Source: an optimization exercise on an open RTL-to-GDS flow (aim: small area, a short achievable clock period and few clock cycles per item). Production flows keep margins and buffers that such runs may drop.
RTL that was checked went through simulation tests only; none was proved equivalent to the original.
Power figures rest on the tool's default switching activity, not on a simulated workload.

==> flow/design.v <==
`timescale 1ns / 1ns
module simple_ALU(input i_clk,
                  input i_rst,
                  input logic  [15:0] i_memData,
                  output logic [15:0] o_memData,
                  output logic [15:0] o_memAddr,
                  output logic o_memWrEnable);
  localparam logic [1:0] S_FETCH = 2'd0,
                         S_DEC   = 2'd1,
                         S_RD1   = 2'd2,
                         S_RD2   = 2'd3;
  logic [1:0]  state;
  logic [5:0]  addr;       
  logic [15:0] wdata;      
  logic        we;         
  logic        kv;         
  logic        first;      
  logic [5:0]  pc;         
  logic        stale;      
  logic [5:0]  rd;         
  logic [5:0]  rs;         
  logic        twoRd;      
  logic        cmpB;       
  logic [15:0] breg;       
  logic        opAdd, opSh, opAnd, opOr, opXor;
  logic        sub, left, arith;
  assign o_memAddr     = {10'd0, addr};
  assign o_memData     = wdata;
  assign o_memWrEnable = we;
  wire [15:0] x = i_memData;
  wire [15:0] y = breg;
  wire [16:0] sum   = {x, 1'b1} + {y ^ {16{sub}}, sub};
  wire        big   = |y[15:4];
  wire        fill  = arith & x[15];
  wire [15:0] shin, shres;
  genvar gi;
  generate
    for (gi = 0; gi < 16; gi++) begin : g_rev
      assign shin[gi]  = left ? x[15-gi] : x[gi];
      assign shres[gi] = left ? shx[15-gi] : shx[gi];
    end
  endgenerate
  wire [31:0] shw = {{16{fill}}, shin} >> y[3:0];
  wire [15:0] shx = big ? {16{fill}} : shw[15:0];
  wire [15:0] alu = ({16{opAdd}} & sum[16:1])
                  | ({16{opSh}}  & shres)
                  | ({16{opAnd}} & (x & y))
                  | ({16{opOr}}  & (x | y))
                  | ({16{opXor}} & (x ^ y));
  wire [15:0] ins   = i_memData;
  wire [2:0]  dFn   = ins[14:12];
  wire [5:0]  dRd   = ins[11:6];
  wire [5:0]  dRs   = ins[5:0];
  wire        dImm  = ins[15];
  wire        aK    = kv & (dRd == addr);
  wire        bF    = ~dImm & kv & (dRs == addr);
  wire        bK    = dImm | bF;
  wire        comm  = (dFn == 3'd0) | (dFn[2] & (dFn[1:0] != 2'd0));
  wire        shift = (dFn == 3'd2) | (dFn == 3'd3) | (dFn == 3'd4);
  wire        eqRR  = (dRd == dRs);
  wire        same  = ~aK & ~bK & eqRR & ~shift;
  wire        bOnly = aK & ~bK & comm;
  wire        two   = ~bK & ~same & ~bOnly;      
  wire        none  = aK & bK;
  wire [5:0]  pcNext = pc + 6'd1;
  always_ff @(posedge i_clk) begin
    if (i_rst) begin
      state <= S_FETCH;
      addr  <= 6'd0;
      we    <= 1'b0;
      kv    <= 1'b0;
      first <= 1'b1;
      pc    <= 6'd0;
      stale <= 1'b0;
    end else begin
      case (state)
        S_FETCH: begin
          wdata <= alu;
          we    <= ~first;
          kv    <= ~first;
          first <= 1'b0;
          addr  <= rd;
          pc    <= addr;
          stale <= ~first & (rd == addr);
          state <= S_DEC;
        end
        S_DEC: begin
          we    <= 1'b0;
          if (stale) begin
            stale <= 1'b0;
          end else begin
            rd    <= dRd;
            rs    <= dRs;
            twoRd <= two;
            cmpB  <= two;
            sub   <= (dFn == 3'd1) & ~same;
            left  <= (dFn == 3'd4);
            arith <= (dFn == 3'd2);
            opAdd <= (dFn[2:1] == 2'd0) & ~same;
            opSh  <= shift | (same & (dFn == 3'd0));
            opAnd <= (dFn == 3'd5) | (same & (dFn == 3'd1 | dFn == 3'd7));
            opOr  <= (dFn == 3'd6);
            opXor <= (dFn == 3'd7) & ~same;
            if (same)
              breg <= (dFn == 3'd0) ? 16'd1 : (dFn == 3'd5) ? 16'hFFFF : 16'd0;
            else if (dImm)
              breg <= {10'd0, dRs};
            else
              breg <= wdata;
            if (same) begin
              left <= 1'b1;
              arith <= 1'b0;
            end
            if (two) begin
              addr  <= dRs;
              state <= S_RD1;
            end else if (none) begin
              addr  <= pcNext;
              state <= S_FETCH;
            end else begin
              addr  <= bOnly ? dRs : dRd;
              state <= S_RD2;
            end
          end
        end
        S_RD1: begin
          addr  <= rd;
          state <= S_RD2;
        end
        default: begin   
          if (cmpB) breg <= i_memData;
          addr  <= pcNext;
          state <= S_FETCH;
        end
      endcase
    end
  end
endmodule
==> flow/config.mk <==
export PLATFORM = sky130hd
export DESIGN_NAME = simple_ALU
export DESIGN_NICKNAME = simple_ALU
export VERILOG_FILES = /design/flow/design.v
export SDC_FILE = /design/flow/constraint.sdc
export NUM_CORES = 4
export LEC_CHECK = 0
export CAP_MARGIN = 20
export CORE_MARGIN = 2
export CORE_UTILIZATION = 40
export SETUP_SLACK_MARGIN = 5
export SLEW_MARGIN = 20
==> flow/constraint.sdc <==
create_clock -name core_clock -period 9.0 [get_ports {i_clk}]
set_input_delay 1.8000 -clock core_clock [delete_from_list [all_inputs] [get_ports {i_clk}]]
set_output_delay 1.8000 -clock core_clock [all_outputs]
set_load 0.01 [all_outputs]
run.sh (not shown) runs the stock make flow with config.mk's settings and CLKGATE_MAP_FILE= SYNTH_SCRIPT=/design/flow/synth_recipe.tcl, a recipe that flattens the netlist after the stock synthesis.
Testbench counts at the start, summed over its fixed seeds: cycles 486,726, instrs 160,000.
Edit:
--- a/flow/design.v
+++ b/flow/design.v
@@ -29,9 +29,8 @@
   assign o_memWrEnable = we;
   wire [15:0] x = i_memData;
   wire [15:0] y = breg;
   wire [16:0] sum   = {x, 1'b1} + {y ^ {16{sub}}, sub};
-  wire        big   = |y[15:4];
   wire        fill  = arith & x[15];
   wire [15:0] shin, shres;
   genvar gi;
   generate
@@ -40,9 +39,9 @@
       assign shres[gi] = left ? shx[15-gi] : shx[gi];
     end
   endgenerate
   wire [31:0] shw = {{16{fill}}, shin} >> y[3:0];
-  wire [15:0] shx = big ? {16{fill}} : shw[15:0];
+  wire [15:0] shx = shw[15:0];
   wire [15:0] alu = ({16{opAdd}} & sum[16:1])
                   | ({16{opSh}}  & shres)
                   | ({16{opAnd}} & (x & y))
                   | ({16{opOr}}  & (x | y))
@@ -62,8 +61,10 @@
   wire        bOnly = aK & ~bK & comm;
   wire        two   = ~bK & ~same & ~bOnly;      
   wire        none  = aK & bK;
   wire [5:0]  pcNext = pc + 6'd1;
+  wire [15:0] bVal  = dImm ? {10'd0, dRs} : wdata;
+  wire        bBig  = dImm ? (dRs[5:4] != 2'd0) : (|wdata[15:4]);
   always_ff @(posedge i_clk) begin
     if (i_rst) begin
       state <= S_FETCH;
       addr  <= 6'd0;
@@ -96,18 +97,17 @@
             sub   <= (dFn == 3'd1) & ~same;
             left  <= (dFn == 3'd4);
             arith <= (dFn == 3'd2);
             opAdd <= (dFn[2:1] == 2'd0) & ~same;
-            opSh  <= shift | (same & (dFn == 3'd0));
+            opSh  <= (shift & ~(bK & bBig & (dFn != 3'd2)))
+                   | (same & (dFn == 3'd0));
             opAnd <= (dFn == 3'd5) | (same & (dFn == 3'd1 | dFn == 3'd7));
             opOr  <= (dFn == 3'd6);
             opXor <= (dFn == 3'd7) & ~same;
             if (same)
               breg <= (dFn == 3'd0) ? 16'd1 : (dFn == 3'd5) ? 16'hFFFF : 16'd0;
-            else if (dImm)
-              breg <= {10'd0, dRs};
             else
-              breg <= wdata;
+              breg <= (shift & bBig) ? 16'd15 : bVal;
             if (same) begin
               left <= 1'b1;
               arith <= 1'b0;
             end
@@ -127,9 +127,12 @@
           addr  <= rd;
           state <= S_RD2;
         end
         default: begin   
-          if (cmpB) breg <= i_memData;
+          if (cmpB) begin
+            breg <= (opSh & |i_memData[15:4]) ? 16'd15 : i_memData;
+            if (|i_memData[15:4] & ~arith) opSh <= 1'b0;
+          end
           addr  <= pcNext;
           state <= S_FETCH;
         end
       endcase
What happened:
- global-route usage is higher by 0.63 points
- fmax is about the same
- routed wire length went up by 13%
- utilization fell by 0.84 points
- non-clock buffer count rises by 2
- synthesized area rose by 5.6%
- power goes up by 5.5%
- synthesized cell count increases by 8.4%
- clock-buffer cell count is lower by 4
- worst hold slack is about the same
- clock skew hardly moves
The RTL of the second run of this note was laid out without a check of its function.

what the ideal ports hide:
In the flow no input, the clock included, has a driving cell. The finished layouts below were timed again as built, in two steps. Step 1 (the two cells are an assumption about what drives the block):
set clk [get_ports {i_clk}]
set_driving_cell -lib_cell sky130_fd_sc_hd__clkbuf_16 $clk
set_driving_cell -lib_cell sky130_fd_sc_hd__buf_2 [delete_from_list [all_inputs] $clk]
Step 2 adds t to the input delays and takes it off the output delays; t is the mean of the earliest and latest rising clock arrival at the registers after step 1. Input paths then give back, and output paths get back, about the clock's delay inside the block. Three values: no drivers, after step 1, after step 2; two values: the first two.
run | t, ns | slack for setup (ns) | slew at the worst register clock pin (ns)
the first run | 0.369 | 5.009 / 5.009 / 4.639 | 0.06 / 0.06
the second run | 0.384 | 5.013 / 5.034 / 4.650 | 0.06 / 0.06
After both steps every run listed still meets setup and hold. For the first run, which loses most, drivers alone change the setup slack by 0.000 ns; drivers and shift together by -0.370 ns.
